This is an optimization exercise on Yosys and OpenROAD, whose aim is small area, a short achievable clock period and few clock cycles, not a production implementation.
Only simulation tests tie the RTL to the original design; equivalence was not proved.
Power is estimated from default activity; no workload was simulated.

`flow/config.mk`:
```
export PLATFORM = sky130hd
export DESIGN_NAME = axi4_lite_slave_wrapper
export DESIGN_NICKNAME = axi4_lite_slave_wrapper
export VERILOG_FILES = /design/flow/design.v
export SDC_FILE = /design/flow/constraint.sdc
export NUM_CORES = 4
export LEC_CHECK = 0
export CAP_MARGIN = 20
export CORE_MARGIN = 2
export CORE_UTILIZATION = 40
export SLEW_MARGIN = 20
```
`flow/design.v`:
```
package axi_pkg;
  typedef enum logic [1:0] {
    RESP_OKAY   = 2'b00,
    RESP_EXOKAY = 2'b01,
    RESP_SLVERR = 2'b10,
    RESP_DECERR = 2'b11
  } axi_resp_t;
  localparam int NUM_REGS = 8;
  localparam logic [7:0] REG_CTRL_OFFSET     = 8'h00;
  localparam logic [7:0] REG_STATUS_OFFSET   = 8'h04;
  localparam logic [7:0] REG_DATA_TX_OFFSET  = 8'h08;
  localparam logic [7:0] REG_DATA_RX_OFFSET  = 8'h0C;
  localparam logic [7:0] REG_IRQ_EN_OFFSET   = 8'h10;
  localparam logic [7:0] REG_IRQ_STAT_OFFSET = 8'h14;
  localparam logic [7:0] REG_SCRATCH_OFFSET  = 8'h18;
  localparam logic [7:0] REG_VERSION_OFFSET  = 8'h1C;
  localparam int REG_CTRL     = 0;
  localparam int REG_STATUS   = 1;
  localparam int REG_DATA_TX  = 2;
  localparam int REG_DATA_RX  = 3;
  localparam int REG_IRQ_EN   = 4;
  localparam int REG_IRQ_STAT = 5;
  localparam int REG_SCRATCH  = 6;
  localparam int REG_VERSION  = 7;
  localparam logic [31:0] IP_VERSION = 32'h0001_0000;
endpackage
module axi4_lite_slave #(
  parameter int ADDR_WIDTH = 32,
  parameter int DATA_WIDTH = 32
)(
  input  logic                    aclk,
  input  logic                    aresetn,
  input  logic [ADDR_WIDTH-1:0]   awaddr,
  input  logic [2:0]              awprot,
  input  logic                    awvalid,
  output logic                    awready,
  input  logic [DATA_WIDTH-1:0]   wdata,
  input  logic [DATA_WIDTH/8-1:0] wstrb,
  input  logic                    wvalid,
  output logic                    wready,
  output logic [1:0]              bresp,
  output logic                    bvalid,
  input  logic                    bready,
  input  logic [ADDR_WIDTH-1:0]   araddr,
  input  logic [2:0]              arprot,
  input  logic                    arvalid,
  output logic                    arready,
  output logic [DATA_WIDTH-1:0]   rdata,
  output logic [1:0]              rresp,
  output logic                    rvalid,
  input  logic                    rready
);
  localparam int STRB_WIDTH = DATA_WIDTH / 8;
  logic [31:0] reg_ctrl;
  logic [31:0] reg_status;
  logic [31:0] reg_data_tx;
  logic [31:0] reg_data_rx;
  logic [31:0] reg_irq_en;
  logic [31:0] reg_irq_stat;
  logic [31:0] reg_scratch;
  logic [31:0] reg_version;
  typedef enum logic [2:0] {
    S_WR_IDLE=0, S_WR_GOT_AW=1, S_WR_GOT_W=2, S_WR_WRITE=3, S_WR_RESP=4
  } wr_state_e;
  wr_state_e wr_state_q;
  logic [ADDR_WIDTH-1:0] aw_addr_q;
  logic [DATA_WIDTH-1:0] w_data_q;
  logic [STRB_WIDTH-1:0] w_strb_q;
  typedef enum logic { S_RD_IDLE=0, S_RD_RESP=1 } rd_state_e;
  rd_state_e rd_state_q;
  wire aw_fire = awvalid & awready;
  wire w_fire  = wvalid  & wready;
  wire b_fire  = bvalid  & bready;
  wire ar_fire = arvalid & arready;
  wire r_fire  = rvalid  & rready;
  assign awready = (wr_state_q == S_WR_IDLE) || (wr_state_q == S_WR_GOT_W);
  assign wready  = (wr_state_q == S_WR_IDLE) || (wr_state_q == S_WR_GOT_AW);
  assign arready = (rd_state_q == S_RD_IDLE);
  wire [2:0] wr_idx = aw_addr_q[4:2];
  wire wr_ok = (aw_addr_q[31:5] == 27'd0);
  always_ff @(posedge aclk or negedge aresetn) begin
    if (!aresetn) begin
      wr_state_q <= S_WR_IDLE;
      rd_state_q <= S_RD_IDLE;
      aw_addr_q <= '0; w_data_q <= '0; w_strb_q <= '0;
      bvalid <= 0; bresp <= 0;
      rvalid <= 0; rdata <= 0; rresp <= 0;
      reg_ctrl <= 0; reg_status <= 0; reg_data_tx <= 0; reg_data_rx <= 0;
      reg_irq_en <= 0; reg_irq_stat <= 0; reg_scratch <= 0;
      reg_version <= axi_pkg::IP_VERSION;
    end else begin
      reg_version <= axi_pkg::IP_VERSION;
      reg_status  <= {31'd0, reg_ctrl[0]};
      reg_data_rx <= reg_data_tx;
      case (wr_state_q)
        S_WR_IDLE: begin
          bvalid <= 0;
          if (aw_fire && w_fire) begin
            aw_addr_q <= awaddr; w_data_q <= wdata; w_strb_q <= wstrb;
            wr_state_q <= S_WR_WRITE;
          end else if (aw_fire) begin
            aw_addr_q <= awaddr;
            wr_state_q <= S_WR_GOT_AW;
          end else if (w_fire) begin
            w_data_q <= wdata; w_strb_q <= wstrb;
            wr_state_q <= S_WR_GOT_W;
          end
        end
        S_WR_GOT_AW: begin
          if (w_fire) begin
            w_data_q <= wdata; w_strb_q <= wstrb;
            wr_state_q <= S_WR_WRITE;
          end
        end
        S_WR_GOT_W: begin
          if (aw_fire) begin
            aw_addr_q <= awaddr;
            wr_state_q <= S_WR_WRITE;
          end
        end
        S_WR_WRITE: begin
          if (wr_ok) begin
            case (wr_idx)
              3'd0: begin
                if (w_strb_q[0]) reg_ctrl[ 7: 0] <= w_data_q[ 7: 0];
                if (w_strb_q[1]) reg_ctrl[15: 8] <= w_data_q[15: 8];
                if (w_strb_q[2]) reg_ctrl[23:16] <= w_data_q[23:16];
                if (w_strb_q[3]) reg_ctrl[31:24] <= w_data_q[31:24];
              end
              3'd1: begin end  
              3'd2: begin
                if (w_strb_q[0]) reg_data_tx[ 7: 0] <= w_data_q[ 7: 0];
                if (w_strb_q[1]) reg_data_tx[15: 8] <= w_data_q[15: 8];
                if (w_strb_q[2]) reg_data_tx[23:16] <= w_data_q[23:16];
                if (w_strb_q[3]) reg_data_tx[31:24] <= w_data_q[31:24];
              end
              3'd3: begin end  
              3'd4: begin
                if (w_strb_q[0]) reg_irq_en[ 7: 0] <= w_data_q[ 7: 0];
                if (w_strb_q[1]) reg_irq_en[15: 8] <= w_data_q[15: 8];
                if (w_strb_q[2]) reg_irq_en[23:16] <= w_data_q[23:16];
                if (w_strb_q[3]) reg_irq_en[31:24] <= w_data_q[31:24];
              end
              3'd5: begin  
                if (w_strb_q[0]) begin
                  if (w_data_q[0]) reg_irq_stat[0] <= 0;
                  if (w_data_q[1]) reg_irq_stat[1] <= 0;
                  if (w_data_q[2]) reg_irq_stat[2] <= 0;
                  if (w_data_q[3]) reg_irq_stat[3] <= 0;
                  if (w_data_q[4]) reg_irq_stat[4] <= 0;
                  if (w_data_q[5]) reg_irq_stat[5] <= 0;
                  if (w_data_q[6]) reg_irq_stat[6] <= 0;
                  if (w_data_q[7]) reg_irq_stat[7] <= 0;
                end
              end
              3'd6: begin
                if (w_strb_q[0]) reg_scratch[ 7: 0] <= w_data_q[ 7: 0];
                if (w_strb_q[1]) reg_scratch[15: 8] <= w_data_q[15: 8];
                if (w_strb_q[2]) reg_scratch[23:16] <= w_data_q[23:16];
                if (w_strb_q[3]) reg_scratch[31:24] <= w_data_q[31:24];
              end
              3'd7: begin end  
              default: begin end
            endcase
          end
          bvalid <= 1;
          bresp  <= wr_ok ? axi_pkg::RESP_OKAY : axi_pkg::RESP_SLVERR;
          wr_state_q <= S_WR_RESP;
        end
        S_WR_RESP: begin
          if (b_fire) begin bvalid <= 0; bresp <= 0; wr_state_q <= S_WR_IDLE; end
        end
        default: begin wr_state_q <= S_WR_IDLE; bvalid <= 0; end
      endcase
      case (rd_state_q)
        S_RD_IDLE: begin
          if (ar_fire) begin
            rd_state_q <= S_RD_RESP;
            rvalid <= 1;
            if (araddr[31:5] == 27'd0) begin
              rresp <= axi_pkg::RESP_OKAY;
              case (araddr[4:2])
                3'd0: rdata <= reg_ctrl;
                3'd1: rdata <= reg_status;
                3'd2: rdata <= reg_data_tx;
                3'd3: rdata <= reg_data_rx;
                3'd4: rdata <= reg_irq_en;
                3'd5: rdata <= reg_irq_stat;
                3'd6: rdata <= reg_scratch;
                3'd7: rdata <= reg_version;
                default: rdata <= 32'hDEADBEEF;
              endcase
            end else begin
              rdata <= 32'hDEADBEEF;
              rresp <= axi_pkg::RESP_SLVERR;
            end
          end
        end
        S_RD_RESP: begin
          if (r_fire) begin
            rd_state_q <= S_RD_IDLE; rvalid <= 0; rdata <= 0; rresp <= 0;
          end
        end
        default: begin rd_state_q <= S_RD_IDLE; rvalid <= 0; end
      endcase
    end
  end
endmodule
module axi4_lite_slave_wrapper #(
  parameter int ADDR_WIDTH = 32,
  parameter int DATA_WIDTH = 32
)(
  input  logic                      aclk,
  input  logic                      aresetn,
  input  logic [ADDR_WIDTH-1:0]     s_axi_awaddr,
  input  logic [2:0]                s_axi_awprot,
  input  logic                      s_axi_awvalid,
  output logic                      s_axi_awready,
  input  logic [DATA_WIDTH-1:0]     s_axi_wdata,
  input  logic [DATA_WIDTH/8-1:0]   s_axi_wstrb,
  input  logic                      s_axi_wvalid,
  output logic                      s_axi_wready,
  output logic [1:0]                s_axi_bresp,
  output logic                      s_axi_bvalid,
  input  logic                      s_axi_bready,
  input  logic [ADDR_WIDTH-1:0]     s_axi_araddr,
  input  logic [2:0]                s_axi_arprot,
  input  logic                      s_axi_arvalid,
  output logic                      s_axi_arready,
  output logic [DATA_WIDTH-1:0]     s_axi_rdata,
  output logic [1:0]                s_axi_rresp,
  output logic                      s_axi_rvalid,
  input  logic                      s_axi_rready
);
  axi4_lite_slave #(
    .ADDR_WIDTH (ADDR_WIDTH),
    .DATA_WIDTH (DATA_WIDTH)
  ) u_slave (
    .aclk    (aclk),           .aresetn (aresetn),
    .awaddr  (s_axi_awaddr),   .awprot  (s_axi_awprot),
    .awvalid (s_axi_awvalid),  .awready (s_axi_awready),
    .wdata   (s_axi_wdata),    .wstrb   (s_axi_wstrb),
    .wvalid  (s_axi_wvalid),   .wready  (s_axi_wready),
    .bresp   (s_axi_bresp),    .bvalid  (s_axi_bvalid),
    .bready  (s_axi_bready),
    .araddr  (s_axi_araddr),   .arprot  (s_axi_arprot),
    .arvalid (s_axi_arvalid),  .arready (s_axi_arready),
    .rdata   (s_axi_rdata),    .rresp   (s_axi_rresp),
    .rvalid  (s_axi_rvalid),   .rready  (s_axi_rready)
  );
endmodule
```
`flow/run.sh`:
```
#!/bin/bash
# synth_recipe.tcl (not shown) runs the flow's synth.tcl, then flattens the netlist and writes it again
# the make line also repeats each setting of config.mk as NAME=value (left out here)
make -C /OpenROAD-flow-scripts/flow DESIGN_CONFIG=/design/flow/config.mk WORK_HOME=/design/flow/orfs CLKGATE_MAP_FILE= SYNTH_SCRIPT=/design/flow/synth_recipe.tcl finish
```
`flow/constraint.sdc`:
```
create_clock -name core_clock -period 3.0 [get_ports {aclk}]
set_input_delay 0.6000 -clock core_clock [delete_from_list [all_inputs] [get_ports {aclk}]]
set_output_delay 0.6000 -clock core_clock [all_outputs]
set_load 0.01 [all_outputs]
```
==> out/qor.yml <==
outcome: "complete, no violations"
nets: 1064
final_area_um2: 13900
routed-wl-met3_mm: 1.62
final-seq-area_um2: 6680
synth-simple-area-share: 0.0674
cellPowerDensity_nw_per_um2: 744
placeableCoreArea_um2: 27000
antenna_left: 0
finalSetupViolCount: 0
routed_wl_mm: 24.9
fin_crit_sh: 0.847
cts_setup_buffers: 0
ys.flop_type: "dfrtp_1"
p_leak_nw: 6.43
cts_tree: "done"
slew-limit-headroom: 0.352
fmax_mhz: 394
dpl_cell_area_um2: 12900
crit_type: "reg -> reg"
cts_sinks: 267
grt_pass1_vias: 7291
ioPinCount: 154
diodes: 0
synth_top_family_by_area: "multiplexers"
cp.arrival_ns: 2.96
die_area_um2: 28800
area_delta_synth_final_pct: 27.0
wl_per_cell_um: 18.9
finalHoldViolCount: 0
synth_area_um2: 11000
root_buffer: "clkbuf_16"
pwr-share-seq: 0.468
fin_tns_setup_ns: 0
report.final.slew_viol_count: 0
reg2reg_slack_ns: 0.46
fillers: 2296
final.setup_skew_ns: 0.00657
crit_path_start_kind: "flop"
grt_overflow_total: 0
clk_latency_ns: 0.53
ys_warn_count: 1
critPathCaptureType: "flop"
synth_most_common_cell: "dfrtp_1"
avgSynthCellArea_um2: 14.0
ys_seq_area_frac: 0.609
irDropWorstVdd_uv: 435
clock_power_share: 0.340
ctsResizeCount: 0
num_vias: 6901
path_max_fanout: 8
hpwl_mm: 16.6
crit_required_ns: 3.41
start_util: 0.407
synth-edff-count: 0
p_sw_frac: 0.271
async_flop_share: 1.00
drtIter0Drc: 256
combPwrFrac: 0.192
synth_top_area_cell: "dfrtp_1"
synth_xor_xnor_area_share: 0
hold_path.class: "reg -> reg"
cap_violations: 0
synth_cells: 785
worst_pin_slew_ns: 0.967
drcViolationCount: 0
fp.dieH_um: 170
die_x_um: 170
clk_path_buf_depth: 3
drt-met1-wl_mm: 11.4
ys_ff_latch: 267
internal-power_mw: 7.56
preCtsSetupSlack_ns: 0.141
yosys-top-cells-count: "267 x dfrtp_1, 194 x mux2_2, 41 x nand2_1"
place_congestion: 0.733
ys_types: 43
numCtsBuffers: 28
row_count: 60
clk_pin_slew_ns: 0.06
postLayoutSetupSlackWorst_ns: 0.460
h-tree-depth: 1
grt_max_degree: 59
gr-usage-all-layers: 0.178
met2_length_mm: 11.5
grt_pass1_wl_mm: 40.3
multi_input_area_um2: 4130
total_power_mw: 10.4
synthMuxAreaShare: 0.231
synth-compound-area-share: 0.0743
via_per_inst: 5.26
grt_setup_unrepaired: "no"
p_sw_mw: 2.82
fin_crit_ns: 2.54
synth_adder_area_share: 0.000912
highest_layer: "met4"
synth_top_cell_area_share: 0.609
antenna_found_initial: 0
netlist_top_cells_area: "dfrtp_1 61%, mux2_2 20%, mux2i_1 2.5%"
drt-pass1-iter-count: 6
port_buffers: 141
drive_gt1_frac: 0.301
stage by stage:
step	hold WS [ns]	utilization	cells
6_report	0.394	0.517	1313
2_1_floorplan	0.304	-	786
3_5_place_dp	0.382	0.480	1259
3_3_place_gp	0.378	0.480	1259
5_1_grt	0.409	0.517	1313
4_1_cts	0.396	0.516	1311
path summary, 6_finish.rpt:
| kind | cells past startpoint | endpoint | startpoint |
|---|---|---|---|
| min reg2reg | 0 | u_slave.reg_data_rx[16]$_DFF_PN0_ | u_slave.reg_data_tx[16]$_DFFE_PN0P_ |
| max | 5 | u_slave.reg_irq_en[15]$_DFFE_PN0P_ | flop |
| min | 0 | u_slave.reg_data_rx[16]$_DFF_PN0_ | u_slave.reg_data_tx[16]$_DFFE_PN0P_ |
| max in group asynchronous | 3 | u_slave.reg_irq_en[15]$_DFFE_PN0P_ | aresetn |
| max reg2reg | 5 | u_slave.reg_irq_en[15]$_DFFE_PN0P_ | flop |
| min in group asynchronous | 2 | async pin | aresetn |
critical path, cell delays in order (launching register included):
cell and delay (ns):
dfrtp_1 0.38, nor4_1 0.37, nand4_1 0.28, or3_1 0.64, nor2_4 0.37, mux2_2 0.37
placed cells by master, fill, tap and decap left out, types with 2 or more instances in the layout:
master and count:
nor2_4 8, a22oi_1 16, clkbuf_1 7, nor3_1 6, nand3_1 4, clkbuf_16 29, inv_1 6, nand4_1 2
conb_1 2, buf_12 3, o22ai_1 7, nor2_8 4, nor2b_1 3, a211oi_1 2, a22o_1 28, nor4_1 12
dfrtp_1 267, bufinv_16 2, and2_1 3, or3_1 3, nand2_2 4, a2111oi_0 21, nand2_1 41, and3_1 2
o21ai_0 31, mux2_1 7, clkdlybuf4s50_1 139, nand3b_1 2, clkinv_2 4, clkbuf_8 9, mux2_2 194, buf_4 27
nor2_1 30, mux2i_1 27
per-layer routing:
metal	GRT usage	vias up
met5	0	-
met4	0.0368	0
met3	0.0427	30
met2	0.284	154
met1	0.248	3497
li1	-	3220
cells by family after synthesis:
group	count (synthesis)
compound gates	112
fa+ha+maj	1
buf+inv	45
flops	267
mux	228
other cells	1
simple gates	131
power groups by stage:
stage,clock [mW],combinational (mW),sequential [mW]
global placement,0,1.95,4.92
CTS,3.63,1.99,4.87
floorplan,0,1.01,4.79
detailed placement,0,1.98,4.92
finish,3.53,1.99,4.86
global route,3.79,2.20,4.97
timing repair:
action | CTS | global route
hold buffers | 1 | 0
endpoints found under the hold margin | 34 | 0
endpoints found under the setup margin | 0 | 0
final cells by class:
class	instances	area share
inverter	6	0.00162
tap	341	0.0306
sequential	267	0.479
timing repair buffer	174	0.124
clock inverter	6	0.00574
multi-input combinational	474	0.296
clock buffer	45	0.0628
Testbench counts, summed over its fixed seeds: cycles 9,600.

-- what the ideal ports hide --
The results above use ideal ports. As a check the final layout listed here was re-extracted and re-timed, cells and wires unchanged. Step 1 assumes that a clkbuf_16 drives the clock port and a buf_2 every other input. Step 2, shift: input delay + t, output delay - t, t = (earliest + latest rising clock arrival at the registers) / 2. This alone moves slack from input paths to output paths. Slacks: ideal / step 1 / step 2; pairs: ideal / step 1.
t (ns): 0.577
setup slack, ns: 0.460 / 0.460 / 0.208
latest minus earliest clock arrival (ns): 0.009 / 0.009
worst data-port slew with drivers (ns): 0.06
After both steps setup and hold are still met in this run. The setup slack of this run moves by 0.000 ns with the drivers and by -0.252 ns with both steps.
